Background: an optimization exercise with open tools, aiming at a short achievable clock period and few clock cycles. Do not read the settings as production practice.
RTL that was checked went through simulation tests only; none was proved equivalent to the original.
For run 6, only the layout was checked, not whether the RTL still works.
Power and IR drop assume default switching activity.

==> design/flow/design.v <==
package definitions;
localparam logic [2:0] _CMP     = 3'b000;
localparam logic [2:0] _BRANCH  = 3'b001;
localparam logic [2:0] _LOAD    = 3'b010;
localparam logic [2:0] _STORE   = 3'b011;
localparam logic [2:0] _XOR     = 3'b100;
localparam logic [2:0] _ADD     = 3'b101;
localparam logic [2:0] _SUB     = 3'b110;
localparam logic [2:0] _LSHIFT  = 3'b111;
endpackage
import definitions::*;
module TopLevel(
	input Reset,    
          Clk,	    
	output logic Ack,	    
	output [9:0] InstAddr,
	input  [8:0] InstData,
	output [7:0] DataAddr,
	output [7:0] DataWrite,
	output       DataWriteEn,
	input  [7:0] DataRead
);
function automatic logic [8:0] padd8(input logic [7:0] a, input logic [7:0] b, input logic cin);
  logic [7:0] g, t, gg, tt, gn, tn;
  logic [8:0] c;
  g = a & b;
  t = a | b;            
  gg = g; tt = t;
  for (int d = 1; d < 8; d = d * 2) begin
    gn = gg; tn = tt;
    for (int i = d; i < 8; i++) begin
      gn[i] = gg[i] | (tt[i] & gg[i-d]);
      tn[i] = tt[i] & tt[i-d];
    end
    gg = gn; tt = tn;
  end
  c[0] = cin;
  for (int i = 0; i < 8; i++) c[i+1] = gg[i] | (tt[i] & cin);
  padd8 = {c[8], (a ^ b) ^ c[7:0]};
endfunction
function automatic logic [9:0] pinc10(input logic [9:0] a);
  logic [9:0] r;
  for (int i = 0; i < 10; i++) r[i] = a[i] ^ (&(a | ~((10'd1 << i) - 10'd1)));
  pinc10 = r;
endfunction
function automatic logic ge7(input logic [6:0] a, input logic [6:0] b);
  logic [7:0] g, t;
  for (int i = 0; i < 7; i++) begin
    g[i] = a[i] & ~b[i];
    t[i] = a[i] | ~b[i];
  end
  g[7] = 1'b0; t[7] = 1'b1;
  for (int d = 1; d < 8; d = d * 2)
    for (int i = 0; i < 8; i += 2 * d) begin
      g[i + 2*d - 1] = g[i + 2*d - 1] | (t[i + 2*d - 1] & g[i + d - 1]);
      t[i + 2*d - 1] = t[i + 2*d - 1] & t[i + d - 1];
    end
  ge7 = g[7] | t[7];
endfunction
logic [9:0] pc;
logic [7:0] rf [0:7];       
logic       isVal;          
logic       halted, haltP;
logic [7:0] valDest;        
logic [7:0] opA, opB, imm;
logic [7:0] shOH;           
logic       xAdd, xSub, xXor, xLsl, xRdx, xInc, xLd, xImm, xShift, xCmp, xSt;
logic       xFc;            
logic       kill;           
logic [7:0] xWe;            
logic [7:0] resReg;
logic [7:0] rWe;
logic [7:0] curRf [0:7];
always_comb
  for (int i = 0; i < 8; i++) begin
    curRf[i] = rWe[i] ? resReg : rf[i];
    if (i == 7) curRf[i][7] = 1'b0;
  end
always_ff @(posedge Clk)
  for (int i = 0; i < 8; i++)
    if (Reset) rf[i] <= 8'd0;
    else       rf[i] <= curRf[i];
wire [7:0] sumAB  = padd8(opA, opB, 1'b0);
wire [7:0] diffAB = padd8(opA, ~opB, 1'b1);
wire [7:0] incB   = padd8(opB, 8'd0, 1'b1);
logic [7:0] lsl;
always_comb begin
  lsl = 8'd0;
  for (int j = 0; j < 8; j++)
    for (int k = 0; k <= j; k++)
      lsl[j] = lsl[j] | (shOH[k] & opA[j-k]);
end
wire [7:0] lfsr = {1'b0, curRf[7][5:0], ^(curRf[6][6:0] & curRf[7][6:0])};
wire [7:0] misc = ({8{xXor}}   & (opA ^ opB))
                | ({8{xLsl}}   & lsl)
                | ({8{xRdx}}   & {7'b0, ^opB})
                | ({8{xLd}}    & DataRead)
                | ({8{xImm}}   & imm)
                | ({8{xShift}} & lfsr);
wire [7:0] res  = ({8{xAdd}} & sumAB)
                | ({8{xSub}} & diffAB)
                | ({8{xInc}} & incB)
                | misc;
wire       fEx  = (xCmp & (opA[7] ^ opB[7] ^ ge7(opA[6:0], opB[6:0]))) | xFc;
wire [8:0] w  = InstData;
wire [2:0] op = w[8:6];
wire [2:0] fa = w[5:3];
wire [2:0] fb = w[2:0];
wire       run = ~halted;
logic       pendBge, predReg, foldedReg;
logic [9:0] altF, altFk, altUk;
logic       killF;
wire        go   = run & ~kill;
wire        fUse = fEx & ~foldedReg;
wire        misF = pendBge & ~kill & (fEx ^ predReg);
wire isBrGrp  = ~isVal & (op == _BRANCH);
wire isBr     = isBrGrp & (w[3:0] != 4'd0);
wire isHalt   = isBrGrp & (w[3:0] == 4'd0) & w[5];
wire isShift  = isBrGrp & (w[3:0] == 4'd0) & ~w[5];
wire isBgeU   = isBr & w[5];
wire predU    = w[4];
wire taken    = isBr & (~w[5] | predU);
wire misU     = go & ~misF & isBgeU & (fUse ^ predU);
wire mis      = misF | misU;
wire isMov1   = ~isVal & (w[8:3] == 6'b111111);
wire isRdx    = ~isVal & (w[8:3] == 6'b111110);
wire isLslA   = ~isVal & (op == _LSHIFT) & (fa[2:1] != 2'b11);
wire isInc    = ~isVal & (op == _CMP) & (fa == 3'b111);
wire isLd     = ~isVal & (op == _LOAD);
wire isSt     = ~isVal & (op == _STORE);
wire isXor    = ~isVal & (op == _XOR);
wire isAdd    = ~isVal & (op == _ADD);
wire isSub    = ~isVal & (op == _SUB);
wire isCmpF   = (op == _CMP);        
wire pNormal  = isVal | ~((op == _BRANCH) | (w[8:3] == 6'b111111));
wire [9:0] pcInc  = pinc10(pc);
localparam int NT = 8;
logic       tValid [NT];
logic       tCtx   [NT];      
logic [9:0] tTag   [NT];      
logic [9:0] tTagM  [NT];      
logic       tIsB   [NT];      
logic       tIsBge [NT];      
logic       tFus   [NT];      
logic       tFcmp  [NT];      
logic       tFval  [NT];      
logic [9:0] tT     [NT];      
logic [1:0] tCtr   [NT];      
logic [2:0] tNext;            
logic [NT-1:0] hitV0, hitV1, hitV;
always_comb
  for (int i = 0; i < NT; i++) begin
    hitV0[i] = tValid[i] & (tTag[i] == pc);
    hitV1[i] = tValid[i] & (tTagM[i] == pc);
  end
logic [6:0] lF0, lF1;    
logic [9:0] lT0, lT1;
always_comb begin
  lF0 = '0; lF1 = '0; lT0 = '0; lT1 = '0;
  for (int i = 0; i < NT; i++) begin
    lF0 |= {7{hitV0[i]}} & {tCtx[i], tIsB[i], tIsBge[i], tFus[i], tFval[i], tCtr[i][1], tFcmp[i]};
    lF1 |= {7{hitV1[i]}} & {tCtx[i], tIsB[i], tIsBge[i], tFus[i], tFval[i], tCtr[i][1], tFcmp[i]};
    lT0 |= {10{hitV0[i]}} & tT[i];
    lT1 |= {10{hitV1[i]}} & tT[i];
  end
end
assign hitV = fuse ? hitV1 : hitV0;
wire [6:0] lF = fuse ? lF1 : lF0;
wire [9:0] lT = fuse ? lT1 : lT0;
logic          fiHit, fiCtx, fiIsB, fiIsBge, fiFus, fiFval, fiPred, fiFcmp;
logic [9:0]    fiT;
logic [NT-1:0] fiHitV, pendHitV, ctrV;
logic          ctrUpd, ctrUp;
logic          seqReg, tkReg, seq1Reg, prevNormal, prevMov1, tkFold, chainR;
logic [9:0]    chainT;
logic [NT-1:0] chainV;
logic [9:0]    prevPc, prevPrevPc;
wire seqE    = fiHit & seqReg & ~fiCtx;
wire tgtE    = fiHit & seqReg &  fiCtx;
wire foldB   = seqE & pNormal & fiIsB;
wire foldBge = seqE & pNormal & fiIsBge;
wire fuseCmp = seqE & isMov1 & fiFus & fiFcmp & (fiT[5:3] != fb) & (fiT[2:0] != fb);
wire fuse    = (seqE & isMov1 & fiFus & ~fiFcmp) | fuseCmp;
wire tgtFold = tgtE & fiIsB;           
wire [9:0] pcInc2 = {pinc10({1'b0, pc[9:1]}), pc[0]};
wire [8:0] loSum = padd8({3'b0, pc[4:0]}, {3'b0, w[4:0]}, 1'b0);
wire [4:0] hiP   = pinc10({5'b0, pc[9:5]});
wire [4:0] hiM   = ~pinc10({5'b0, ~pc[9:5]});
wire [4:0] hiBr  = (loSum[5] ^ w[4]) ? (w[4] ? hiM : hiP) : pc[9:5];
wire [9:0] pcBr  = {hiBr, loSum[4:0]};
wire [9:0] pcTk  = tgtFold ? fiT : pcBr;
wire [9:0] pcNt  = (foldB | (foldBge & fiPred)) ? fiT
                 : ((foldBge & ~fiPred) | fuse) ? pcInc2 : pcInc;
wire [9:0] pcNext = kill ? (killF ? altFk : altUk) : (taken ? pcTk : pcNt);
wire [9:0] altU   = predU ? pcInc : pcTk;
wire        wIsBPat   = (op == _BRANCH) & (w[3:0] != 4'd0) & ~w[5];
wire        wIsBgePat = (op == _BRANCH) & (w[3:0] != 4'd0) &  w[5];
wire        wFcmp     = (op == _CMP) & (fa != fb);
wire        wFval     = (op == _CMP);
logic       lHit;
always_comb begin
  lHit = 1'b0;
  for (int i = 0; i < NT; i++) lHit |= tValid[i] & (tTag[i] == prevPrevPc);
end
logic       lrn, lrnCtx, lrnIsB, lrnIsBge, lrnFus, lrnFval, lrnCtr1, lrnFcmp;
logic [9:0] lrnTag, lrnTagM, lrnT;
wire        asVal = seqReg & prevMov1 & isVal;
wire        asBr  = (seqReg & prevNormal & (wIsBPat | wIsBgePat)) | (tkReg & wIsBPat);
wire        chain = tkFold & go & isBr & ~w[5];
wire        learn = seq1Reg & ~lHit & ~(lrn & (lrnTag == prevPrevPc)) & (asVal | asBr);
wire [7:0] aOH = 8'd1 << fa;
wire [7:0] bOH = 8'd1 << fb;
wire [7:0] weD = isVal ? valDest
               : ({8{isLd | isXor | isAdd | isSub | isLslA}} & aOH)
               | ({8{isMov1 | isRdx | isInc}} & bOH)
               | {isShift, 7'b0};
wire [7:0] xWeK = xWe & {8{~kill}};
function automatic logic [7:0] rdReg(input logic [2:0] r, input logic [7:0] k,
                                     input logic [7:0] x, input logic [63:0] cur);
  logic f, f7;
  logic [7:0] c;
  f  = k[r];
  f7 = k[r] & (r != 3'd7);
  c  = cur[r*8 +: 8];
  rdReg = {f7 ? x[7] : c[7], f ? x[6:0] : c[6:0]};
endfunction
wire [63:0] curRfP = {curRf[7], curRf[6], curRf[5], curRf[4], curRf[3], curRf[2], curRf[1], curRf[0]};
wire [7:0] rdAw = rdReg(fa, xWeK, res, curRfP);
wire [7:0] rdBw = rdReg(fb, xWeK, res, curRfP);
wire [7:0] rdAv = rdReg(fiT[5:3], xWeK, res, curRfP);
wire [7:0] rdBv = rdReg(fiT[2:0], xWeK, res, curRfP);
wire [7:0] rdA = fuseCmp ? rdAv : rdAw;
wire [7:0] rdB = fuseCmp ? rdBv : rdBw;
always_ff @(posedge Clk) begin
  if (Reset) begin
    pc        <= 10'd0;
    isVal     <= 1'b0;
    halted    <= 1'b0;
    haltP     <= 1'b0;
    valDest   <= 8'd0;
    {xAdd, xSub, xXor, xLsl, xRdx, xInc, xLd, xImm, xShift, xCmp, xSt, xFc} <= '0;
    xWe       <= 8'd0;
    rWe       <= 8'd0;
    kill      <= 1'b0;
    killF     <= 1'b0;
    pendBge   <= 1'b0;
    foldedReg <= 1'b0;
    seqReg    <= 1'b0;
    tkReg     <= 1'b0;
    seq1Reg   <= 1'b0;
    tkFold    <= 1'b0;
    chainR    <= 1'b0;
    fiHit     <= 1'b0;
    tNext     <= 3'd0;
    lrn       <= 1'b0;
  end else begin
    pc        <= pcNext;
    isVal     <= go & isMov1 & ~fuse;
    haltP     <= go & isHalt;
    halted    <= halted | (haltP & ~kill);
    valDest   <= bOH;
    xAdd      <= go & isAdd;
    xSub      <= go & isSub;
    xXor      <= go & isXor;
    xLsl      <= go & (isLslA | (isMov1 & ~fuse));
    xRdx      <= go & isRdx;
    xInc      <= go & isInc;
    xLd       <= go & isLd;
    xImm      <= go & (isVal | fuse);
    xShift    <= go & isShift;
    xCmp      <= go & (isCmpF | fuseCmp);
    xSt       <= go & isSt;
    xFc       <= go & fuse & ~fuseCmp & fiFval;
    xWe       <= {8{go}} & weD;
    rWe       <= xWeK;
    kill      <= mis;
    killF     <= misF;
    pendBge   <= go & foldBge;
    foldedReg <= go & (taken ? tgtFold : (foldB | foldBge));
    seqReg    <= go & ~taken & ~foldB & ~foldBge;
    tkFold    <= go & (foldB | (foldBge & fiPred));
    chainR    <= chain;
    tkReg     <= go & taken & ~tgtFold;
    seq1Reg   <= fuse | seqReg;
    fiHit     <= |hitV;
    tNext     <= lrn ? tNext + 3'd1 : tNext;
    lrn       <= learn;
  end
  lrnCtx     <= tkReg;
  lrnTag     <= prevPrevPc;
  lrnTagM    <= ~pinc10(~prevPrevPc);
  lrnIsB     <= asBr & wIsBPat;
  lrnIsBge   <= asBr & wIsBgePat;
  lrnFus     <= asVal;
  lrnFval    <= wFval;
  lrnFcmp    <= wFcmp;
  lrnT       <= asVal ? {2'b0, w[7:0]} : pcBr;
  lrnCtr1    <= w[4];
  predReg    <= fiPred;
  if (foldBge) altF <= fiPred ? pcInc2 : fiT;
  altFk      <= altF;
  altUk      <= altU;
  ctrUpd     <= pendBge & ~kill;
  ctrUp      <= fEx;
  ctrV       <= pendHitV;
  chainV     <= pendHitV;
  chainT     <= pcBr;
  pendHitV   <= fiHitV;
  {fiCtx, fiIsB, fiIsBge, fiFus, fiFval, fiPred, fiFcmp} <= lF;
  fiT        <= lT;
  fiHitV     <= hitV;
  prevPc     <= fuse ? pcInc : pc;
  prevPrevPc <= fuse ? pc : prevPc;
  prevNormal <= fuse | pNormal;        
  prevMov1   <= isMov1 & ~fuse;
  opA    <= rdA;
  opB    <= rdB;
  imm    <= fuse ? fiT[7:0] : w[7:0];
  shOH   <= bOH;
  resReg <= res;
end
always_ff @(posedge Clk) begin
  for (int i = 0; i < NT; i++) begin
    if (Reset) tValid[i] <= 1'b0;
    else if (lrn && tNext == i) begin
      tValid[i] <= 1'b1;
      tCtx[i]   <= lrnCtx;
      tTag[i]   <= lrnTag;
      tTagM[i]  <= lrnTagM;
      tIsB[i]   <= lrnIsB;
      tIsBge[i] <= lrnIsBge;
      tFus[i]   <= lrnFus;
      tFval[i]  <= lrnFval;
      tFcmp[i]  <= lrnFcmp;
      tT[i]     <= lrnT;
      tCtr[i]   <= lrnCtr1 ? 2'd2 : 2'd1;    
    end else if (chainR && chainV[i]) begin
      tT[i]     <= chainT;
    end else if (ctrUpd && ctrV[i]) begin
      if (ctrUp) tCtr[i] <= (tCtr[i] == 2'd3) ? 2'd3 : tCtr[i] + 2'd1;
      else     tCtr[i] <= (tCtr[i] == 2'd0) ? 2'd0 : tCtr[i] - 2'd1;
    end
  end
end
assign InstAddr    = pc;
assign DataAddr    = opB;
assign DataWrite   = opA;
assign DataWriteEn = xSt & ~kill;    
assign Ack         = haltP & ~kill;
endmodule
==> design/flow/config.mk <==
export PLATFORM = sky130hd
export DESIGN_NAME = TopLevel
export DESIGN_NICKNAME = TopLevel
export VERILOG_FILES = /design/flow/design.v
export SDC_FILE = /design/flow/constraint.sdc
export NUM_CORES = 4
export LEC_CHECK = 0
export ABC_CLOCK_PERIOD_IN_PS = 2000
export CAP_MARGIN = 20
export CORE_MARGIN = 2
export CORE_UTILIZATION = 60
export PLACE_DENSITY = 0.75
export SETUP_SLACK_MARGIN = 2.3
export SLEW_MARGIN = 20
export TNS_END_PERCENT = 100
==> design/flow/run.sh <==
#!/bin/bash
# synth_recipe.tcl (not shown) runs the flow's synth.tcl, then flattens the netlist and writes it again
# the make line also repeats each setting of config.mk as NAME=value (left out here)
make -C /OpenROAD-flow-scripts/flow DESIGN_CONFIG=/design/flow/config.mk WORK_HOME=/design/flow/orfs CLKGATE_MAP_FILE= SYNTH_SCRIPT=/design/flow/synth_recipe.tcl finish
==> design/flow/constraint.sdc <==
create_clock -name core_clock -period 4.2 [get_ports {Clk}]
set_input_delay 0.8400 -clock core_clock [delete_from_list [all_inputs] [get_ports {Clk}]]
set_output_delay 0.8400 -clock core_clock [all_outputs]
set_load 0.01 [all_outputs]
==> run_results.csv, run 1 <==
group,metric,value,unit
final_layout,drive_gt1_share,40.0,%
logic_synthesis,ys_ff_latch,621,
cts,clock_latency,0.61,ns
setup_path,crit_fanout,5,
global_route,antenna_found_initial,6,
floorplan,start_util,60.4,%
logic_synthesis,syn_inst,2698,
final_layout,areaGrowthSynthToFinish,34.7,%
logic_synthesis,synth.area.top_cells,"edfxtp_1 31%, dfxtp_1 20%, xnor2_1 7.6%",
setup_path,cp.required,4.67,ns
floorplan,fp.dieW,231,um
global_route,track_usage,42.2,%
global_route,grt_pass1_vias,25800,
route,ant_nets,0,
floorplan,die_y,231,um
setup_path,crit_arrival,3.02,ns
cts,numCtsBuffers,66,
final_layout,final_common_cell,"edfxtp_1",
logic_synthesis,ys.warnings.count,14,
cts,cts_max_path_buffers,3,
placement,io_buffers,46,
run_status,status,"complete, no violations",
sta,timing.final.crit_share,60.8,%
route,drc,0,
route,wl,124000,um
placement,dpl.hpwl,65800,um
sta,fmaxAchievable,0.391,GHz
run,cap_violations,0,
sta,clock_skew,0.0327,ns
power_and_ir_drop,power_leakage,15.0,nW
route,initialDrtViolationCount,5285,
global_route,grt-ovfl-total,0,
setup_path,cp-start-kind,"flip-flop",
sta,whs,0.329,ns
global_route,grt_start_max_net_pins,61,
route,wl_per_cell,32.5,um
logic_synthesis,synth_nets,2779,
route,drtPass1Iterations,11,
sta,setup_viol_count_final,0,
cts,clk_pin_slew_worst_paths,0.06,ns
logic_synthesis,synth_top_flop_cell,"edfxtp_1",
route,vias_per_cell,7.17,
sta,slew_headroom,48.2,%
cts,clock_sinks,621,
setup_path,crit_start,"pc[1]",
logic_synthesis,synth_async_sr_flop_share,0,%
final_layout,final_cell_mix,"314 x edfxtp_1, 246 x buf_4, 244 x dfxtp_1",
floorplan,coreArea,51100,sq um
cts,cts_tree,"built",
setup_path,worstSetupEndpoint,"fiPred",
setup_path,reg2reg_setup_slack,1.65,ns
route,vias,27400,
cts,cts-root-buf,"clkbuf_16",
setup_path,reg2regPathDepth,13,
floorplan,rows,83,
floorplan,io_pins,47,
global_route,grt_pass1_wl,167000,um
sta,rsz0062_at_grt,"true",
logic_synthesis,syn-cell-area,30900,sq um
cts,h-tree-depth,3,
sta,timing.final.max_slew_violations,0,
logic_synthesis,ys_types,99,
placement,gp_congestion,0.943,
setup_path,end_kind,"flip-flop",
sta,tns,0,ns
power_and_ir_drop,power_density,359,nW/um^2
sta,hold_viol,0,
power_and_ir_drop,peakVddDrop,372,uV
hold_path,hold_path.class,"flip-flop to flip-flop",
final_layout,nets,3172,
sta,period_needed,2.55,ns
logic_synthesis,yosysSeqAreaShare,50.4,%
setup_path,critPathKind,"flip-flop to flip-flop",
floorplan,dieArea,53300,sq um
logic_synthesis,yosysTopAreaCellShare,30.5,%
logic_synthesis,synth-edff-count,314,
sta,worstMarginPinSlew,0.775,ns
logic_synthesis,synth.largest_area_cell,"edfxtp_1",
logic_synthesis,syn_area_per_cell,11.4,sq um
setup_path,reg2reg_from,"pc[1]",
setup_path,r2r-end,"fiPred",
[stage by stage]
| stage | total power [mW] | worst slack, ns | instance area [sq um] | util [%] | instances |
|---|---|---|---|---|---|
| after global routing | 15.2 | 1.65 | 41600 | 81.4 | 3820 |
| after CTS | 14.5 | 1.81 | 39700 | 77.6 | 3726 |
| after global placement | 8.31 | 0.706 | 32700 | 64.0 | 3339 |
| after floorplan | 7.86 | 1.28 | 31900 | - | 2698 |
| after detailed placement | 8.35 | 0.668 | 32700 | 64.0 | 3339 |
| final | 14.9 | 1.65 | 41600 | 81.4 | 3820 |
[synthesized netlist by cell type, types with 61 or more instances]
cell type and number:
a21oi_1 96, clkbuf_1 70, inv_1 68, o21ai_0 69, mux2i_1 86, a22oi_1 109, nand2_1 190, dfxtp_1 307
edfxtp_1 314, mux2_2 117, nand4_1 61, xnor2_1 268, mux4_2 63, nor2_1 162
[what timing repair did]
action | 4_1_cts | 5_1_grt
endpoints found under the setup margin | 538 | 361
gates cloned | 20 | 3
resized for setup | 705 | 231
endpoints found under the hold margin | 0 | 0
setup buffers | 251 | 90
hold buffers | 0 | 0
pin swaps | 179 | 145
[registers in the layout (all words and copies together), names as in the netlist, 10 cells and up]
name	count
altF	10
altFk	10
altUk	10
chainT	10
fiT	10
lrnT	10
lrnTag	10
lrnTagM	10
pc	10
prevPc	10
prevPrevPc	10
rf	63
tCtr	16
tT	80
tTag	80
tTagM	80
[worst min-delay path by stage]
stage	from	end	depth (start not counted)
2_1_floorplan	pendHitV[0]	ctrV[0]	0
3_3_place_gp	pendHitV[7]	ctrV[7]	0
3_5_place_dp	fiHitV[0]	pendHitV[0]	0
4_1_cts	pendHitV[6]	ctrV[6]	0
5_1_grt	fiHitV[7]	pendHitV[7]	0
6_report	pendHitV[6]	ctrV[6]	0
[worst max-delay path: stages (launching register included)]
cell and delay [ns]:
dfxtp_4 0.38, buf_6 0.13, buf_12 0.13, buf_12 0.14
xnor2_2 0.13, nand4_1 0.18, nor3_4 0.05, buf_6 0.16
buf_12 0.14, buf_16 0.14, a22oi_1 0.23, nand2_2 0.18
nor3_4 0.32, a41oi_2 0.08
[kinds of logic (layout without fill, tap and decap cells)]
family / count (synthesis) / count (layout) / share of synthesized area [%]
and+or+nand+nor: 692 / 696 / 11.4
DFF: 621 / 621 / 50.4
AOI/OAI and AO/OA: 491 / 491 / 11.3
xor gates and xnor gates: 312 / 312 / 8.85
muxes: 266 / 266 / 11.6
buffers and inverters: 252 / 689 / 3.74
adders and majority gates: 64 / 64 / 2.63
other: 0 / 1 / 0
[cell type report]
cell class,instances,area (sq um)
clock inverter,22,243
sequential,621,15800
timing repair buffer,499,5630
fill,2558,9480
clock buffer,94,1870
inverter,74,352
antenna,1,2.50
multi-input combinational,1829,16900
tap,680,851
[routing by layer]
metal | vias to the layer above | wire (um) | GRT usage (%)
met4 | 4 | 8390 | 21.1
li1 | 10800 | - | -
met5 | - | 17 | 0
met3 | 730 | 20000 | 12.1
met2 | 2810 | 52800 | 61.8
met1 | 13000 | 42800 | 57.5
[report_power, final]
part	internal, mW	leakage [nW]	switching (mW)	total (mW)
clock network	3.36	1.03	2.55	5.92
logic	1.01	8.57	1.02	2.03
registers	6.59	5.40	0.392	6.99
Testbench counts, summed over its fixed seeds: cycles 61,019.
==> inputs of run 2 (changes only) <==
--- a/design/flow/config.mk
+++ b/design/flow/config.mk
@@ -8,8 +8,7 @@
 export ABC_CLOCK_PERIOD_IN_PS = 2000
 export CAP_MARGIN = 20
 export CORE_MARGIN = 2
-export CORE_UTILIZATION = 60
-export PLACE_DENSITY = 0.75
+export CORE_UTILIZATION = 40
 export SETUP_SLACK_MARGIN = 2.3
 export SLEW_MARGIN = 20
 export TNS_END_PERCENT = 100
==> run_results.csv, run 2 <==
group,metric,value,unit
final_layout,final_cell_mix,"314 x edfxtp_1, 297 x buf_4, 248 x dfxtp_1",
power_and_ir_drop,peakVddDrop,279,uV
sta,worstMarginPinSlew,0.789,ns
power_and_ir_drop,power_leakage,15.8,nW
setup_path,crit_fanout,6,
logic_synthesis,ys_ff_latch,621,
setup_path,r2r-end,"lrnT[6]",
sta,hold_viol,0,
setup_path,reg2regPathDepth,10,
cts,clock_sinks,621,
cts,cts_max_path_buffers,3,
final_layout,top_regs,"tT (80), tTagM (80), tTag (80)",
route,initialDrtViolationCount,3222,
final_layout,num_antenna_cells,0,
floorplan,start_util,40.5,%
route,vias,26300,
hold_path,holdPathStages,0,
setup_path,cp-start-kind,"flip-flop",
sta,tns,0,ns
global_route,grt_pass1_vias,25500,
cts,numCtsBuffers,69,
placement,gp_congestion,0.922,
floorplan,coreArea,76200,sq um
final_layout,fin_area,43600,sq um
sta,clock_skew,0.0292,ns
global_route,grt-ovfl-total,0,
global_route,track_usage,29.3,%
logic_synthesis,syn-cell-area,30900,sq um
route,drtPass1Iterations,9,
sta,fmaxAchievable,0.401,GHz
power_and_ir_drop,switchingPower,3.95,mW
run,cap_violations,0,
cts,h-tree-depth,3,
setup_path,critPathKind,"flip-flop to flip-flop",
power_and_ir_drop,p_comb_share,13.9,%
setup_path,crit_arrival,3.02,ns
placement,place_area,33000,sq um
hold_path,hold_path_end,"pendHitV[4]",
final_layout,nets,3269,
route,drc,0,
floorplan,rows,101,
cts,cts-root-buf,"clkbuf_16",
sta,slew_headroom,47.3,%
route,wl,122000,um
run_status,status,"complete, no violations",
sta,period_needed,2.50,ns
power_and_ir_drop,internal_power,11.2,mW
route,ant_nets,0,
logic_synthesis,synth_commonest_cells,"314 x edfxtp_1, 307 x dfxtp_1, 268 x xnor2_1",
global_route,grt_start_max_net_pins,52,
logic_synthesis,synth_nets,2779,
setup_path,reg2reg_setup_slack,1.70,ns
final_layout,areaGrowthSynthToFinish,41.0,%
cts,holdBufCountCts,0,
floorplan,dieArea,79400,sq um
cts,clk_pin_slew_worst_paths,0.06,ns
logic_synthesis,syn_area_per_cell,11.4,sq um
cts,clock_latency,0.64,ns
logic_synthesis,yosysMostFrequentCell,"edfxtp_1",
logic_synthesis,yosysTopAreaCellShare,30.5,%
final_layout,final_common_cell,"edfxtp_1",
global_route,grt_pass1_wl,171000,um
logic_synthesis,synth.area.top_cells,"edfxtp_1 31%, dfxtp_1 20%, xnor2_1 7.6%",
setup_path,cp.required,4.72,ns
power_and_ir_drop,pwr-share-seq,45.9,%
setup_path,end_kind,"flip-flop",
sta,setup_viol_count_final,0,
logic_synthesis,synth-edff-count,314,
placement,dpl.hpwl,66200,um
placement,io_buffers,46,
final_layout,fin_util,57.2,%
floorplan,die_y,282,um
power_and_ir_drop,pwr-share-clk,40.2,%
route,wl_per_cell,28.6,um
hold_path,hold_path_startpoint,"fiHitV[4]",
logic_synthesis,yosysSeqAreaShare,50.4,%
cts,cts_tree,"built",
power_and_ir_drop,power_density,348,nW/um^2
logic_synthesis,syn_inst,2698,
global_route,antenna_found_initial,4,
sta,timing.final.max_slew_violations,0,
hold_path,hold_path.class,"flip-flop to flip-flop",
floorplan,io_pins,47,
power_and_ir_drop,switching_share,26.0,%
setup_path,reg2reg_from,"pc[2]",
route,vias_per_cell,6.15,
logic_synthesis,ys_types,99,
floorplan,fp.dieW,282,um
final_layout,n_fill_cell,5798,
logic_synthesis,synth_async_sr_flop_share,0,%
logic_synthesis,ys.warnings.count,14,
logic_synthesis,synth.largest_area_cell,"edfxtp_1",
final_layout,drive_gt1_share,42.2,%
sta,timing.final.crit_share,59.4,%
sta,rsz0062_at_grt,"true",
logic_synthesis,synth_top_flop_cell,"edfxtp_1",
==> run 2: cell count changes in the layout (fill, tap and decap cells not counted), sizes merged <==
cell      before  now
buf          485  573
clkbuf        98  110
clkinvlp      11    0
inv           68   75
bufbuf         2    7
clkinv        13   16
and3          20   21
bufinv         4    3
diode          1    0
==> run 2: stage by stage <==
| stage | worst slack, ns | hold WS [ns] | instances | power (mW) |
|---|---|---|---|---|
| final | 1.70 | 0.326 | 4273 | 15.2 |
| after global routing | 1.68 | 0.331 | 4273 | 15.6 |
| after CTS | 1.77 | 0.327 | 4172 | 14.9 |
| after detailed placement | 0.674 | 0.315 | 3680 | 8.36 |
| after global placement | 0.672 | 0.310 | 3680 | 8.34 |
| after floorplan | 1.28 | 0.310 | 2698 | 7.86 |
==> run 2: final cells by class <==
type                       count  area, sq um  share of cell area, %
multi-input combinational   1830        17000                   39.0
sequential                   621        15800                   36.2
timing repair buffer         592         6950                   16.0
clock buffer                 106         2040                   4.68
tap                         1030         1290                   2.96
inverter                      74          313                  0.718
clock inverter                20          198                  0.454
==> run 2: worst max-delay path by stage <==
| stage | from | to |
|---|---|---|
| after floorplan | InstData[1] | pc[9] |
| after global placement | InstData[2] | fiHit |
| after detailed placement | InstData[2] | pc[9] |
| after CTS | pc[2] | pc[9] |
| after global routing | pc[2] | pc[5] |
| final | pc[2] | lrnT[6] |
==> run 2: what timing repair did <==
action	CTS	global route
resized for setup	746	251
pin swaps	194	178
setup endpoints to repair	526	254
cloned	24	6
buffers inserted	342	95
==> run 2: power groups by stage <==
stage / Combinational, mW / Sequential, mW / Clock [mW]
after floorplan: 0.978 / 6.88 / 0
after global placement: 1.26 / 7.08 / 0
after detailed placement: 1.28 / 7.09 / 0
after CTS: 1.87 / 6.94 / 6.11
after global routing: 2.21 / 6.97 / 6.39
final: 2.11 / 6.96 / 6.10
==> run 2: kinds of logic after synthesis <==
family,Yosys count,share of synthesized area [%]
AND/OR/NAND/NOR,692,11.4
XOR/XNOR,312,8.85
flip-flops,621,50.4
buffers and inverters,252,3.74
multiplexers,266,11.6
AO/OA/AOI/OAI,491,11.3
adder cells (fa/ha/maj),64,2.63
==> run 2: critical path: stages, from the launching register on <==
cell and delay, ns:
dfxtp_4 0.36, buf_12 0.14, ha_4 0.16, or2_4 0.25, o211a_4 0.27, buf_6 0.13
o21ai_4 0.22, and2_4 0.23, a21oi_4 0.08, mux2_4 0.30, mux2_4 0.26
==> run 2: metal layers <==
layer	GRT usage [%]	share of wire (%)	vias to the layer above
met3	6.30	11	511
li1	-	-	11000
met5	0	0.034	-
met2	46.8	46	1891
met1	36.8	37	12800
met4	16.8	6.9	6
==> inputs of run 3 (changes only) <==
--- a/design/flow/config.mk
+++ b/design/flow/config.mk
@@ -9,6 +9,7 @@
 export CAP_MARGIN = 20
 export CORE_MARGIN = 2
 export CORE_UTILIZATION = 40
-export SETUP_SLACK_MARGIN = 2.3
+export PLACE_DENSITY = 0.8
+export SETUP_SLACK_MARGIN = 2.0
 export SLEW_MARGIN = 20
 export TNS_END_PERCENT = 100
==> run_results.csv, run 3 <==
group,metric,value,unit
floorplan,die_y,282,um
final_layout,multi_input_area,15900,sq um
cts,cts_max_path_buffers,3,
logic_synthesis,yosysSeqAreaShare,50.4,%
final_layout,n_fill_cell,5915,
final_layout,nets,3041,
cts,clock_latency,0.70,ns
global_route,grt_start_max_net_pins,63,
logic_synthesis,synth_nets,2779,
logic_synthesis,synth.largest_area_cell,"edfxtp_1",
floorplan,rows,101,
placement,io_buffers,46,
route,ant_nets,0,
setup_path,crit_fanout,5,
floorplan,dieArea,79400,sq um
logic_synthesis,synth-edff-count,314,
sta,setup_viol_count_final,0,
cts,holdBufCountCts,0,
hold_path,hold_path.class,"flip-flop to flip-flop",
setup_path,reg2regPathDepth,8,
floorplan,coreArea,76200,sq um
hold_path,hold_path_end,"ctrV[6]",
final_layout,drive_gt1_share,32.4,%
logic_synthesis,syn_inst,2698,
global_route,track_usage,24.9,%
sta,slew_headroom,25.2,%
final_layout,top_regs,"tT (80), tTagM (80), tTag (80)",
hold_path,holdPathStages,0,
final_layout,final_common_cell,"edfxtp_1",
placement,dpl.hpwl,60300,um
run,cap_violations,0,
final_layout,seq_area,15700,sq um
global_route,grt_pass1_wl,150000,um
logic_synthesis,yosysMostFrequentCell,"edfxtp_1",
logic_synthesis,ys_types,99,
floorplan,start_util,40.5,%
setup_path,end_kind,"flip-flop",
hold_path,hold_path_startpoint,"pendHitV[6]",
floorplan,io_pins,47,
logic_synthesis,ys.warnings.count,14,
floorplan,fp.dieW,282,um
setup_path,r2r-end,"opB[2]",
sta,tns,0,ns
final_layout,areaGrowthSynthToFinish,26.3,%
power_and_ir_drop,power_density,370,nW/um^2
power_and_ir_drop,peakVddDrop,351,uV
placement,place_area,32700,sq um
logic_synthesis,ys_ff_latch,621,
power_and_ir_drop,power_leakage,13.8,nW
setup_path,cp.required,4.73,ns
setup_path,crit_arrival,2.98,ns
final_layout,final_cell_mix,"314 x edfxtp_1, 254 x dfxtp_1, 239 x xnor2_1",
cts,clk_pin_slew_worst_paths,0.07,ns
sta,whs,0.324,ns
cts,cts-root-buf,"clkbuf_16",
route,drc,0,
placement,numPlacedInstances,3677,
sta,hold_viol,0,
sta,period_needed,2.45,ns
setup_path,cp-start-kind,"flip-flop",
final_layout,layout.cells.non_filler,4040,
route,drtPass1Iterations,19,
final_layout,fin_area,39000,sq um
global_route,grt-ovfl-total,0,
logic_synthesis,synth_commonest_cells,"314 x edfxtp_1, 307 x dfxtp_1, 268 x xnor2_1",
cts,numCtsBuffers,60,
route,initialDrtViolationCount,4704,
route,vias,25900,
global_route,grt_pass1_vias,24100,
sta,worstMarginPinSlew,1.12,ns
logic_synthesis,syn-cell-area,30900,sq um
sta,rsz0062_at_grt,"true",
cts,h-tree-depth,2,
sta,timing.final.max_slew_violations,0,
cts,clock_sinks,621,
final_layout,num_antenna_cells,0,
route,vias_per_cell,6.40,
global_route,antenna_found_initial,5,
route,wl,110000,um
route,wl_per_cell,27.3,um
logic_synthesis,synth_top_flop_cell,"edfxtp_1",
run_status,status,"complete, no violations",
setup_path,reg2reg_setup_slack,1.75,ns
sta,timing.final.crit_share,58.3,%
logic_synthesis,synth.area.top_cells,"edfxtp_1 31%, dfxtp_1 20%, xnor2_1 7.6%",
sta,fmaxAchievable,0.409,GHz
placement,gp_congestion,0.963,
setup_path,critPathKind,"flip-flop to flip-flop",
cts,cts_tree,"built",
logic_synthesis,yosysTopAreaCellShare,30.5,%
logic_synthesis,syn_area_per_cell,11.4,sq um
setup_path,reg2reg_from,"opB[2]",
sta,clock_skew,0.102,ns
logic_synthesis,synth_async_sr_flop_share,0,%
[run 3: changes by cell type in the layout (fill, tap and decap cells not counted), sizes merged]
cell / change
buf: -233
clkbuf: -14
clkinv: +8
dlygate4sd2: +7
bufbuf: -6
clkdlybuf4s15: +4
bufinv: +3
and3: -2
clkinvlp: +2
inv: -2
[run 3: final cells by class]
class / count / share of cell area [%]
Tap cell: 1030 / 3.30
Inverter: 74 / 0.786
Multi-Input combinational cell: 1828 / 40.8
Sequential cell: 621 / 40.3
Timing Repair Buffer: 375 / 9.49
Clock buffer: 81 / 4.31
Clock inverter: 31 / 1.04
[run 3: critical path, cell delays in order, from the launching register on]
cell and delay (ns):
dfxtp_4 0.41, inv_1 0.10, ha_4 0.28, a222oi_1 0.49, o21ai_1 0.17, a2111oi_2 0.31
buf_4 0.19, inv_2 0.05, a221o_1 0.32
[run 3: cells by family (layout without fill, tap and decap cells)]
logic type,Yosys count,in the layout,share of synthesized area [%]
simple gates,692,695,11.4
flops,621,621,50.4
compound gates,491,491,11.3
xor+xnor,312,312,8.85
mux,266,266,11.6
buf+inv,252,561,3.74
fa+ha+maj,64,64,2.63
[run 3: timing repair]
item	in CTS	in global routing
pin swaps	65	101
buffers inserted	149	85
resized for setup	366	261
endpoints found under the setup margin	299	201
cloned	4	13
[run 3: worst max-delay path by stage]
| stage | from | slack [ns] | end | depth (start not counted) |
|---|---|---|---|---|
| after floorplan | InstData[1] | 1.28 | pc[9] | 13 |
| after global placement | InstData[1] | 0.80 | altUk[7] | 11 |
| after detailed placement | InstData[1] | 0.79 | altUk[7] | 11 |
| after CTS | opA[0] | 1.81 | opA[6] | 9 |
| after global routing | opA[0] | 1.71 | resReg[6] | 10 |
| final | opB[2] | 1.75 | opB[2] | 8 |
[run 3: routing by layer]
metal | global-route usage (%) | vias to the layer above | share of wire (%)
met2 | 38.8 | 2391 | 44
li1 | - | 10500 | -
met5 | 0.488 | - | 0.018
met1 | 31.2 | 12300 | 35
met3 | 6.37 | 631 | 14
met4 | 14.9 | 4 | 7.2
[run 3: where the power goes]
group	switching, mW	internal (mW)	total (mW)	leakage, nW
sequential	0.388	6.60	6.98	5.39
clock	2.54	3.22	5.75	1.04
combinational	0.892	0.820	1.71	7.34
[run 3: through the flow]
stage	utilization [%]	setup WS [ns]	total power [mW]
after floorplan	-	1.28	7.83
after global placement	42.9	0.797	8.27
after detailed placement	42.9	0.785	8.31
after CTS	48.7	1.81	14.1
after global routing	51.2	1.71	14.8
final	51.2	1.75	14.5
==> inputs of run 4 (changes only) <==
--- a/design/flow/config.mk
+++ b/design/flow/config.mk
@@ -9,7 +9,6 @@
 export CAP_MARGIN = 20
 export CORE_MARGIN = 2
 export CORE_UTILIZATION = 40
-export PLACE_DENSITY = 0.8
 export SETUP_SLACK_MARGIN = 2.0
 export SLEW_MARGIN = 20
 export TNS_END_PERCENT = 100
==> run_results.csv, run 4 <==
group,metric,value,unit
floorplan,coreArea,76200,sq um
power_and_ir_drop,power.total,14.5,mW
sta,timing.final.max_slew_violations,0,
placement,dpl.hpwl,66900,um
global_route,grt_pass1_wl,156000,um
setup_path,reg2reg_from,"opB[0]",
final_layout,top_regs,"tT (80), tTagM (80), tTag (80)",
cts,clock_latency,0.62,ns
route,vias_per_cell,6.04,
logic_synthesis,syn_area_per_cell,11.4,sq um
global_route,track_usage,26.6,%
logic_synthesis,synth-edff-count,314,
power_and_ir_drop,power_leakage,13.8,nW
logic_synthesis,yosysMostFrequentCell,"edfxtp_1",
power_and_ir_drop,pwr-share-seq,48.2,%
sta,timing.final.crit_share,57.1,%
global_route,grt_start_max_net_pins,73,
run,cap_violations,0,
cts,clk_pin_slew_worst_paths,0.06,ns
floorplan,dieArea,79400,sq um
setup_path,crit_arrival,2.90,ns
sta,clock_skew,0.0263,ns
setup_path,crit_chain,"buf_12, clkinv_8, ha_4, nor2b_4, o311ai_4, a211oi_4, o21bai_1, xnor2_2, a21oi_1, o31ai_1",
floorplan,io_pins,47,
power_and_ir_drop,internal_power,10.8,mW
route,wl_per_cell,27.3,um
cts,cts_tree,"built",
power_and_ir_drop,switching_share,25.4,%
run_status,status,"complete, no violations",
setup_path,reg2reg_setup_slack,1.80,ns
global_route,grt-ovfl-total,0,
route,ant_nets,0,
setup_path,crit_start,"opB[0]",
logic_synthesis,synth_top_flop_cell,"edfxtp_1",
logic_synthesis,synth_commonest_cells,"314 x edfxtp_1, 307 x dfxtp_1, 268 x xnor2_1",
placement,place_area,32800,sq um
setup_path,cp_slowest_stage_delay,0.42,ns
floorplan,die_y,282,um
logic_synthesis,yosysTopAreaCellShare,30.5,%
sta,worstMarginPinSlew,0.931,ns
cts,cts_max_path_buffers,3,
sta,rsz0062_at_grt,"true",
cts,clock_sinks,621,
route,drc,0,
logic_synthesis,ys.warnings.count,14,
logic_synthesis,synth_async_sr_flop_share,0,%
setup_path,critPathKind,"flip-flop to flip-flop",
power_and_ir_drop,power_density,368,nW/um^2
global_route,grt_pass1_vias,23600,
hold_path,hold_path_end,"ctrV[5]",
route,wl,110000,um
placement,gp_congestion,0.925,
sta,tns,0,ns
power_and_ir_drop,p_comb_share,11.3,%
route,vias,24300,
route,initialDrtViolationCount,2859,
setup_path,r2r-end,"opB[7]",
logic_synthesis,ys_types,99,
setup_path,end_kind,"flip-flop",
sta,slew_headroom,37.9,%
sta,setup_viol_count_final,0,
setup_path,reg2regPathDepth,10,
placement,io_buffers,46,
hold_path,hold_path.class,"flip-flop to flip-flop",
setup_path,cp-start-kind,"flip-flop",
power_and_ir_drop,peakVddDrop,301,uV
final_layout,fin_area,39300,sq um
sta,period_needed,2.40,ns
final_layout,final_cell_mix,"314 x edfxtp_1, 257 x dfxtp_1, 245 x xnor2_1",
floorplan,start_util,40.5,%
logic_synthesis,syn_inst,2698,
floorplan,fp.dieW,282,um
logic_synthesis,yosysSeqAreaShare,50.4,%
global_route,antenna_found_initial,0,
route,drtPass1Iterations,6,
setup_path,cp.required,4.71,ns
cts,h-tree-depth,3,
logic_synthesis,synth_nets,2779,
cts,cts-root-buf,"clkbuf_16",
floorplan,rows,101,
logic_synthesis,synth.area.top_cells,"edfxtp_1 31%, dfxtp_1 20%, xnor2_1 7.6%",
sta,hold_viol,0,
final_layout,drive_gt1_share,31.8,%
final_layout,num_antenna_cells,0,
setup_path,critPathSlowestCell,"dfxtp_4",
final_layout,nets,3025,
hold_path,holdPathStages,0,
hold_path,hold_path_startpoint,"pendHitV[5]",
final_layout,areaGrowthSynthToFinish,27.2,%
setup_path,crit_fanout,4,
sta,fmaxAchievable,0.417,GHz
power_and_ir_drop,switchingPower,3.67,mW
final_layout,final_common_cell,"edfxtp_1",
power_and_ir_drop,pwr-share-clk,40.4,%
logic_synthesis,ys_ff_latch,621,
logic_synthesis,synth.largest_area_cell,"edfxtp_1",
cts,numCtsBuffers,69,
logic_synthesis,syn-cell-area,30900,sq um
[run 4: cell counts after synthesis]
Identical to the previous run, type by type.
[run 4: area by class of cell]
type,instances,area [sq um]
Clock buffer,101,1980
Clock inverter,20,151
Fill cell,6464,36900
Inverter,74,323
Multi-Input combinational cell,1827,15900
Sequential cell,621,15700
Tap cell,1030,1290
Timing Repair Buffer,351,3870
[run 4: cells by family (layout without fill, tap and decap cells)]
| logic type | Yosys count | count (layout) | synth area share (%) |
|---|---|---|---|
| simple gates | 692 | 694 | 11.4 |
| compound gates | 491 | 491 | 11.3 |
| flops | 621 | 621 | 50.4 |
| xor+xnor | 312 | 312 | 8.85 |
| fa+ha+maj | 64 | 64 | 2.63 |
| mux | 266 | 266 | 11.6 |
| buf+inv | 252 | 546 | 3.74 |
[run 4: worst max-delay path by stage]
stage | endpoint | cells past startpoint
6_report | opB[7] | 10
3_5_place_dp | pc[9] | 9
2_1_floorplan | pc[9] | 13
3_3_place_gp | pc[9] | 9
5_1_grt | pc[9] | 9
4_1_cts | opA[6] | 9
[run 4: per-stage QoR]
step	cells	utilization, %	hold slack (ns)	setup slack [ns]
floorplan	2698	-	0.310	1.28
global placement	3685	43.0	0.311	0.597
detailed placement	3685	43.0	0.312	0.584
CTS	3946	49.3	0.325	1.80
global route	4024	51.5	0.330	1.75
finish	4024	51.5	0.323	1.80
[run 4: metal layers]
metal	part of all wire (%)	up-vias	track usage (%)
li1	-	10500	-
met1	38	12100	33.3
met2	47	1393	43.7
met3	9.1	348	5.57
met4	5.9	0	13.1
met5	0	-	0
[run 4: what timing repair did]
action / in CTS / in global routing
pin swaps: 82 / 126
buffers inserted: 130 / 72
gates resized for setup: 414 / 202
setup endpoints to repair: 397 / 173
cloned: 10 / 6
hold buffers: 0 / 0
[run 4: critical path, delay by kind of cell (launching register included)]
| family | cells | cell delay (ns) |
|---|---|---|
| adders and majority gates | 1 | 0.16 |
| AOI/OAI and AO/OA | 5 | 1.14 |
| and+or+nand+nor | 1 | 0.16 |
| xor gates and xnor gates | 1 | 0.23 |
| DFF | 1 | 0.42 |
| buffers and inverters | 2 | 0.18 |
[run 4: power groups by stage]
stage / combinational [mW] / clock (mW) / sequential [mW]
3_3_place_gp: 1.20 / 0 / 7.10
5_1_grt: 1.74 / 6.13 / 6.99
6_report: 1.64 / 5.85 / 6.98
2_1_floorplan: 0.953 / 0 / 6.88
3_5_place_dp: 1.23 / 0 / 7.11
4_1_cts: 1.49 / 5.89 / 6.97
==> inputs of run 5 (changes only) <==
--- a/design/flow/config.mk
+++ b/design/flow/config.mk
@@ -9,6 +9,7 @@
 export CAP_MARGIN = 20
 export CORE_MARGIN = 2
 export CORE_UTILIZATION = 40
+export GPL_ROUTABILITY_DRIVEN = 0
 export SETUP_SLACK_MARGIN = 2.0
 export SLEW_MARGIN = 20
 export TNS_END_PERCENT = 100
==> run_results.csv, run 5 <==
group,metric,value,unit
run_status,status,"complete, no violations",
global_route,grt_pass1_vias,24000,
setup_path,cp.required,4.70,ns
logic_synthesis,syn-cell-area,30900,sq um
power_and_ir_drop,switching_share,25.6,%
logic_synthesis,ys_ff_latch,621,
power_and_ir_drop,peakVddDrop,270,uV
logic_synthesis,ys_types,99,
power_and_ir_drop,pwr-share-seq,47.3,%
logic_synthesis,yosysMostFrequentCell,"edfxtp_1",
route,initialDrtViolationCount,2707,
setup_path,critPathKind,"flip-flop to flip-flop",
setup_path,cp-start-kind,"flip-flop",
logic_synthesis,ys.warnings.count,14,
floorplan,io_pins,47,
global_route,grt_start_max_net_pins,73,
setup_path,crit_arrival,2.89,ns
power_and_ir_drop,switchingPower,3.78,mW
placement,io_buffers,46,
power_and_ir_drop,power_leakage,14.2,nW
global_route,grt-ovfl-total,0,
route,drc,0,
final_layout,final_cell_mix,"314 x edfxtp_1, 257 x dfxtp_1, 225 x xnor2_1",
logic_synthesis,synth_top_flop_cell,"edfxtp_1",
final_layout,nets,3067,
sta,slew_headroom,31.6,%
sta,fmaxAchievable,0.418,GHz
logic_synthesis,synth_nets,2779,
route,vias,24800,
power_and_ir_drop,p_comb_share,11.5,%
cts,cts_tree,"built",
global_route,antenna_found_initial,0,
power_and_ir_drop,pwr-share-clk,41.2,%
final_layout,top_regs,"tT (80), tTagM (80), tTag (80)",
final_layout,drive_gt1_share,32.9,%
run,cap_violations,0,
floorplan,rows,101,
floorplan,fp.dieW,282,um
floorplan,die_y,282,um
sta,rsz0062_at_grt,"true",
sta,timing.final.max_slew_violations,0,
placement,dpl.hpwl,66600,um
sta,period_needed,2.39,ns
floorplan,dieArea,79400,sq um
route,wl_per_cell,27.5,um
logic_synthesis,yosysSeqAreaShare,50.4,%
logic_synthesis,syn_inst,2698,
sta,clock_skew,0.0259,ns
sta,hold_viol,0,
route,vias_per_cell,6.08,
logic_synthesis,yosysTopAreaCellShare,30.5,%
global_route,track_usage,27.2,%
logic_synthesis,syn_area_per_cell,11.4,sq um
logic_synthesis,synth-edff-count,314,
floorplan,coreArea,76200,sq um
sta,worstMarginPinSlew,1.02,ns
final_layout,fin_area,39900,sq um
cts,clock_latency,0.62,ns
global_route,grt_pass1_wl,159000,um
cts,clk_pin_slew_worst_paths,0.06,ns
cts,h-tree-depth,3,
setup_path,crit_fanout,6,
cts,cts_max_path_buffers,3,
route,wl,112000,um
logic_synthesis,synth.area.top_cells,"edfxtp_1 31%, dfxtp_1 20%, xnor2_1 7.6%",
route,drtPass1Iterations,6,
power_and_ir_drop,internal_power,11.0,mW
logic_synthesis,synth_async_sr_flop_share,0,%
placement,place_area,32800,sq um
final_layout,final_common_cell,"edfxtp_1",
final_layout,n_fill_cell,6320,
floorplan,start_util,40.5,%
setup_path,end_kind,"flip-flop",
cts,numCtsBuffers,68,
sta,timing.final.crit_share,57.0,%
sta,tns,0,ns
sta,setup_viol_count_final,0,
cts,cts-root-buf,"clkbuf_16",
route,ant_nets,0,
cts,clock_sinks,621,
logic_synthesis,synth_commonest_cells,"314 x edfxtp_1, 307 x dfxtp_1, 268 x xnor2_1",
final_layout,areaGrowthSynthToFinish,29.1,%
power_and_ir_drop,power_density,370,nW/um^2
final_layout,fin_util,52.3,%
logic_synthesis,synth.largest_area_cell,"edfxtp_1",
hold_path,hold_path.class,"flip-flop to flip-flop",
## run 5: cell counts after synthesis
Identical to the previous run, type by type.
## run 5: final cells by class
type,instances,area (sq um),area share (%)
Multi-Input combinational cell,1826,16000,40.2
Clock inverter,26,241,0.605
Tap cell,1030,1290,3.23
Antenna cell,1,2.50,0.00627
Sequential cell,621,15700,39.4
Inverter,74,298,0.747
Clock buffer,99,2000,5.03
Timing Repair Buffer,395,4290,10.8
## run 5: metal layers
metal,GRT usage [%],wire length [um],vias up
met3,4.81,9930,417
met1,34.6,43100,12200
met5,0,0,-
met2,44.3,52200,1501
li1,-,-,10600
met4,13.9,6930,0
## run 5: worst paths after layout
check,from,endpoint,slack (ns),depth (start not counted)
min reg2reg,pendHitV[0],ctrV[0],0.32,0
max,pc[1],lrnT[6],1.81,9
max reg2reg,pc[1],lrnT[6],1.81,9
min,pendHitV[0],ctrV[0],0.32,0
## run 5: power by group through the flow
stage | Sequential [mW] | Combinational [mW] | Clock [mW]
after floorplan | 6.88 | 0.953 | 0
after global placement | 7.09 | 1.21 | 0
after detailed placement | 7.09 | 1.24 | 0
after CTS | 6.96 | 1.51 | 6.12
after global routing | 6.99 | 1.79 | 6.35
final | 6.98 | 1.69 | 6.07
## run 5: cell families after synthesis
family | synth area share, %
DFF | 50.4
AOI/OAI and AO/OA | 11.3
and+or+nand+nor | 11.4
xor gates and xnor gates | 8.85
adders and majority gates | 2.63
buffers and inverters | 3.74
muxes | 11.6
## run 5: what timing repair did
item / 4_1_cts / 5_1_grt
setup endpoints to repair: 401 / 126
hold buffers: 0 / 0
pin swaps: 85 / 117
buffers inserted: 149 / 89
gates cloned: 15 / 8
resized for setup: 420 / 216
## run 5: per-stage QoR
stage / hold WS, ns / setup slack, ns / cells / power [mW]
3_5_place_dp: 0.314 / 0.533 / 3685 / 8.33
6_report: 0.322 / 1.81 / 4072 / 14.7
5_1_grt: 0.330 / 1.78 / 4071 / 15.1
4_1_cts: 0.328 / 1.77 / 3974 / 14.6
2_1_floorplan: 0.310 / 1.28 / 2698 / 7.83
3_3_place_gp: 0.312 / 0.596 / 3685 / 8.30
## run 5: critical path, cell delays in order, from the launching register on
cell     delay, ns
dfxtp_4       0.36
buf_12        0.15
ha_4          0.16
or2_4         0.23
o211a_4       0.28
o21ai_4       0.25
and2_4        0.21
a21oi_2       0.07
mux2_4        0.29
mux2_4        0.27
==> inputs of run 6 (changes only) <==
--- a/design/flow/design.v
+++ b/design/flow/design.v
@@ -57,6 +57,15 @@
     end
   ge7 = g[7] | t[7];
 endfunction
+function automatic logic [9:0] brTarget(input logic [9:0] p, input logic [4:0] o);
+  logic [8:0] lo;
+  logic [4:0] hiP, hiM, hi;
+  lo  = padd8({3'b0, p[4:0]}, {3'b0, o}, 1'b0);
+  hiP = pinc10({5'b0, p[9:5]});
+  hiM = ~pinc10({5'b0, ~p[9:5]});
+  hi  = (lo[5] ^ o[4]) ? (o[4] ? hiM : hiP) : p[9:5];
+  brTarget = {hi, lo[4:0]};
+endfunction
 logic [9:0] pc;
 logic [7:0] rf [0:7];       
 logic       isVal;          
@@ -108,7 +117,11 @@
 wire [2:0] fb = w[2:0];
 wire       run = ~halted;
 logic       pendBge, predReg, foldedReg;
-logic [9:0] altF, altFk, altUk;
+logic [9:0] altF, altFk;
+logic       uPred, uTgtFold;
+logic [9:0] uPc, uFiT;
+logic [4:0] uO;
+wire  [9:0] altUk = uPred ? pinc10(uPc) : (uTgtFold ? uFiT : brTarget(uPc, uO));
 logic       killF;
 wire        go   = run & ~kill;
 wire        fUse = fEx & ~foldedReg;
@@ -172,7 +185,9 @@
 logic [NT-1:0] fiHitV, pendHitV, ctrV;
 logic          ctrUpd, ctrUp;
 logic          seqReg, tkReg, seq1Reg, prevNormal, prevMov1, tkFold, chainR;
-logic [9:0]    chainT;
+logic [9:0]    chainPc;
+logic [4:0]    chainO;
+wire  [9:0]    chainT = brTarget(chainPc, chainO);
 logic [NT-1:0] chainV;
 logic [9:0]    prevPc, prevPrevPc;
 wire seqE    = fiHit & seqReg & ~fiCtx;
@@ -192,7 +207,6 @@
 wire [9:0] pcNt  = (foldB | (foldBge & fiPred)) ? fiT
                  : ((foldBge & ~fiPred) | fuse) ? pcInc2 : pcInc;
 wire [9:0] pcNext = kill ? (killF ? altFk : altUk) : (taken ? pcTk : pcNt);
-wire [9:0] altU   = predU ? pcInc : pcTk;
 wire        wIsBPat   = (op == _BRANCH) & (w[3:0] != 4'd0) & ~w[5];
 wire        wIsBgePat = (op == _BRANCH) & (w[3:0] != 4'd0) &  w[5];
 wire        wFcmp     = (op == _CMP) & (fa != fb);
@@ -203,7 +217,10 @@
   for (int i = 0; i < NT; i++) lHit |= tValid[i] & (tTag[i] == prevPrevPc);
 end
 logic       lrn, lrnCtx, lrnIsB, lrnIsBge, lrnFus, lrnFval, lrnCtr1, lrnFcmp;
-logic [9:0] lrnTag, lrnTagM, lrnT;
+logic [9:0] lrnTag, lrnTagM, lrnPc;
+logic [7:0] lrnW;
+logic       lrnAsVal;
+wire  [9:0] lrnT = lrnAsVal ? {2'b0, lrnW} : brTarget(lrnPc, lrnW[4:0]);
 wire        asVal = seqReg & prevMov1 & isVal;
 wire        asBr  = (seqReg & prevNormal & (wIsBPat | wIsBgePat)) | (tkReg & wIsBPat);
 wire        chain = tkFold & go & isBr & ~w[5];
@@ -294,17 +311,24 @@
   lrnFus     <= asVal;
   lrnFval    <= wFval;
   lrnFcmp    <= wFcmp;
-  lrnT       <= asVal ? {2'b0, w[7:0]} : pcBr;
+  lrnAsVal   <= asVal;
+  lrnW       <= w[7:0];
+  lrnPc      <= pc;
   lrnCtr1    <= w[4];
   predReg    <= fiPred;
   if (foldBge) altF <= fiPred ? pcInc2 : fiT;
   altFk      <= altF;
-  altUk      <= altU;
+  uPred      <= predU;
+  uTgtFold   <= tgtFold;
+  uPc        <= pc;
+  uFiT       <= fiT;
+  uO         <= w[4:0];
   ctrUpd     <= pendBge & ~kill;
   ctrUp      <= fEx;
   ctrV       <= pendHitV;
   chainV     <= pendHitV;
-  chainT     <= pcBr;
+  chainPc    <= pc;
+  chainO     <= w[4:0];
   pendHitV   <= fiHitV;
   {fiCtx, fiIsB, fiIsBge, fiFus, fiFval, fiPred, fiFcmp} <= lF;
   fiT        <= lT;
--- a/design/flow/config.mk
+++ b/design/flow/config.mk
@@ -9,7 +9,6 @@
 export CAP_MARGIN = 20
 export CORE_MARGIN = 2
 export CORE_UTILIZATION = 40
-export GPL_ROUTABILITY_DRIVEN = 0
 export SETUP_SLACK_MARGIN = 2.0
 export SLEW_MARGIN = 20
 export TNS_END_PERCENT = 100
==> run_results.csv, run 6 <==
group,metric,value,unit
setup_path,cp.required,4.70,ns
cts,clock_sinks,619,
setup_path,worstSetupEndpoint,"pc[9]",
sta,fin_ws,1.51,ns
sta,hold_viol,0,
logic_synthesis,ys_types,77,
logic_synthesis,yosysTopAreaCellShare,31.2,%
final_layout,fin_area,38500,sq um
route,initialDrtViolationCount,3119,
sta,fmaxAchievable,0.372,GHz
logic_synthesis,synth.largest_area_cell,"edfxtp_1",
global_route,met2_usage,42.0,%
setup_path,end_kind,"flip-flop",
global_route,met3_usage,5.36,%
final_layout,top_regs,"tT (80), tTagM (80), tTag (80)",
setup_path,crit_fanout,4,
logic_synthesis,ys.warnings.count,14,
logic_synthesis,ys_ff_latch,619,
setup_path,crit_arrival,3.19,ns
logic_synthesis,synth_top_flop_cell,"edfxtp_1",
final_layout,nets,3076,
sta,timing.final.max_slew_violations,0,
sta,clock_skew,0.0230,ns
setup_path,crit_buf_inv,1,
final_layout,final_common_cell,"edfxtp_1",
cts,clock_latency,0.61,ns
final_layout,num_antenna_cells,0,
final_layout,areaGrowthSynthToFinish,27.3,%
floorplan,start_util,40.5,%
power_and_ir_drop,peakVddDrop,339,uV
logic_synthesis,yosysSeqAreaShare,51.3,%
placement,place_ws,0.436,ns
route,wl_per_cell,26.7,um
logic_synthesis,syn_area_per_cell,11.0,sq um
final_layout,fin_util,51.6,%
setup_path,critPathSlowestCell,"or4_4",
sta,setup_viol_count_final,0,
sta,timing.final.crit_share,63.9,%
logic_synthesis,synth_fa_ha_area_share,3.45,%
hold_path,hold_path.class,"flip-flop to flip-flop",
global_route,grt_pass1_vias,23400,
logic_synthesis,synth_top_family_by_area,"compound AO/OA/AOI/OAI gates",
final_layout,final_cell_mix,"314 x edfxtp_1, 261 x xnor2_1, 248 x dfxtp_1",
global_route,antenna_found_initial,1,
placement,dpl.hpwl,65100,um
cts,cts_tree,"built",
setup_path,reg2regPathDepth,8,
cts,cts-root-buf,"clkbuf_16",
floorplan,io_pins,47,
floorplan,rows,100,
floorplan,fp.dieW,279,um
placement,io_buffers,46,
logic_synthesis,synthMuxAreaShare,9.05,%
power_and_ir_drop,power_leakage,13.7,nW
cts,numCtsBuffers,69,
setup_path,crit_chain,"clkdlybuf4s15_1, or4b_4, or4_4, or3_4, mux2i_4, nor3_2, o221a_1, a211o_1",
sta,tns,0,ns
setup_path,cp-start-kind,"input pin",
logic_synthesis,synth_async_sr_flop_share,0,%
route,drtPass1Iterations,7,
setup_path,cp_slowest_stage_delay,0.55,ns
run,cap_violations,0,
logic_synthesis,synth_nets,2844,
global_route,track_usage,26.8,%
floorplan,dieArea,77900,sq um
placement,gp_congestion,0.904,
placement,place_area,32200,sq um
route,vias,24300,
power_and_ir_drop,power_density,375,nW/um^2
sta,worstMarginPinSlew,1.06,ns
logic_synthesis,synth-edff-count,314,
global_route,grt-ovfl-total,0,
setup_path,cp.depth,8,
logic_synthesis,syn_inst,2745,
global_route,grt.busiest_layer,"met2",
logic_synthesis,synth_compound_area_share,11.9,%
cts,cts_max_path_buffers,3,
route,vias_per_cell,6.07,
sta,slew_headroom,29.4,%
cts,h-tree-depth,3,
logic_synthesis,syn-cell-area,30300,sq um
setup_path,reg2reg_setup_slack,1.52,ns
setup_path,critPathKind,"input pin to flip-flop",
logic_synthesis,synth_commonest_cells,"314 x edfxtp_1, 305 x dfxtp_1, 285 x xnor2_1",
run_status,status,"complete, no violations",
sta,rsz0062_at_grt,"true",
logic_synthesis,synth_simple_gate_area_share,11.5,%
global_route,gr-usage-met1,36.7,%
route,ant_nets,0,
floorplan,coreArea,74700,sq um
setup_path,crit_start,"InstData[6]",
route,wl,107000,um
cts,holdBufCountCts,0,
setup_path,r2r-end,"pc[9]",
logic_synthesis,yosysMostFrequentCell,"edfxtp_1",
floorplan,die_y,279,um
cts,clk_pin_slew_worst_paths,0.06,ns
setup_path,reg2reg_from,"isVal",
route,drc,0,
setup_path,cp_top_family,"simple AND/OR/NAND/NOR gates",
final_layout,n_fill_cell,6306,
logic_synthesis,synth-xor-area-share,9.35,%
final_layout,drive_gt1_share,27.1,%
global_route,grt_start_max_net_pins,72,
global_route,grt_pass1_wl,156000,um
logic_synthesis,synth.area.top_cells,"edfxtp_1 31%, dfxtp_1 20%, xnor2_1 8.2%",
sta,period_needed,2.69,ns
-- run 6: changes by cell type after synthesis, sizes merged, moves of 13 or more --
cell | before | now
a31oi | 11 | 27
nor2 | 165 | 211
nand3 | 59 | 46
nand2 | 190 | 228
buf | 108 | 55
mux2i | 86 | 63
mux2 | 117 | 52
o21ai | 74 | 94
ha | 60 | 77
clkbuf | 70 | 129
a22oi | 109 | 86
xnor2 | 268 | 285
-- run 6: area by class of cell --
class                           count  area [sq um]  share of cell area [%]
Clock inverter                     28           235                   0.611
Inverter                           85           329                   0.854
Multi-Input combinational cell   1858         15200                    39.5
Clock buffer                       96          2040                    5.29
Sequential cell                   619         15700                    40.7
Timing Repair Buffer              344          3790                    9.85
Tap cell                          969          1210                    3.15
-- run 6: what timing repair did --
action                     4_1_cts  5_1_grt
setup endpoints to repair      403      367
pin swaps                       80       83
gates resized for setup        416      177
setup buffers                  165       41
gates cloned                    14        1
-- run 6: cells by family after synthesis --
| kind of cell | after synthesis |
|---|---|
| DFF | 619 |
| AOI/OAI and AO/OA | 525 |
| muxes | 182 |
| and+or+nand+nor | 745 |
| buffers and inverters | 269 |
| adders and majority gates | 82 |
| xor gates and xnor gates | 323 |
-- run 6: report_power, final --
group	leakage, nW	switching [mW]	internal (mW)	total [mW]
sequential	5.40	0.277	6.54	6.81
combinational	7.22	0.809	0.712	1.52
clock	1.13	2.52	3.58	6.10
-- run 6: worst register-to-register path, delay by kind of cell (launching register included) --
kind,cells,cell delay [ns]
multiplexers,1,0.21
AO/OA/AOI/OAI,2,0.43
buffers and inverters,1,0.11
flip-flops,1,0.33
AND/OR/NAND/NOR,4,1.50
-- run 6: per-layer routing --
metal / wire, um / vias to the layer above
met5: 13 / -
li1: - / 10500
met3: 11400 / 267
met4: 3650 / 2
met2: 48700 / 1510
met1: 43000 / 12000
-- run 6: worst min-delay path by stage --
stage	startpoint	endpoint	slack, ns	cells past startpoint
after floorplan	pendHitV[0]	ctrV[0]	0.31	0
after global placement	fiHitV[3]	pendHitV[3]	0.31	0
after detailed placement	pendHitV[0]	ctrV[0]	0.31	0
after CTS	fiHitV[5]	pendHitV[5]	0.33	0
after global routing	fiHitV[5]	pendHitV[5]	0.33	0
final	fiHitV[5]	pendHitV[5]	0.33	0
-- run 6: through the flow --
step,hold WS (ns),std cells,power (mW)
floorplan,0.310,2745,7.61
detailed placement,0.313,3654,8.08
global route,0.325,3999,14.9
finish,0.327,3999,14.4
global placement,0.314,3654,8.06
CTS,0.328,3957,14.4

==> separate check: timing with driven ports <==
In the flow no input, the clock included, has a driving cell. The finished layouts below were timed again as built, in two steps.
Step 1 assumes that a clkbuf_16 drives the clock port and a buf_2 every other input.
Step 2, shift: input delay + t, output delay - t, t = (earliest + latest rising clock arrival at the registers) / 2. This alone moves slack from input paths to output paths.
Slacks: no drivers / after step 1 / after step 2; pairs: no drivers / after step 1.
run	shift t [ns]	setup WS [ns]	worst hold slack (ns)	latest minus earliest clock arrival (ns)	worst data-port slew with drivers (ns)
run 1	0.663	1.646 / 1.646 / 1.032	0.329 / 0.329 / 0.329	0.045 / 0.045	0.13
run 2	0.689	1.703 / 1.703 / 1.157	0.326 / 0.326 / 0.326	0.030 / 0.030	0.09
run 3	0.712	1.753 / 1.753 / 1.121	0.324 / 0.324 / 0.324	0.109 / 0.108	0.10
run 4	0.674	1.803 / 1.800 / 1.209	0.323 / 0.323 / 0.323	0.028 / 0.028	0.08
run 5	0.680	1.807 / 1.807 / 1.236	0.322 / 0.322 / 0.322	0.031 / 0.031	0.05
run 6	0.661	1.515 / 1.516 / 0.879	0.327 / 0.327 / 0.327	0.025 / 0.025	0.09
After both steps setup and hold are still met in every run listed. The setup slack of run 6, which loses most, moves by +0.001 ns with the drivers and by -0.636 ns with both steps.
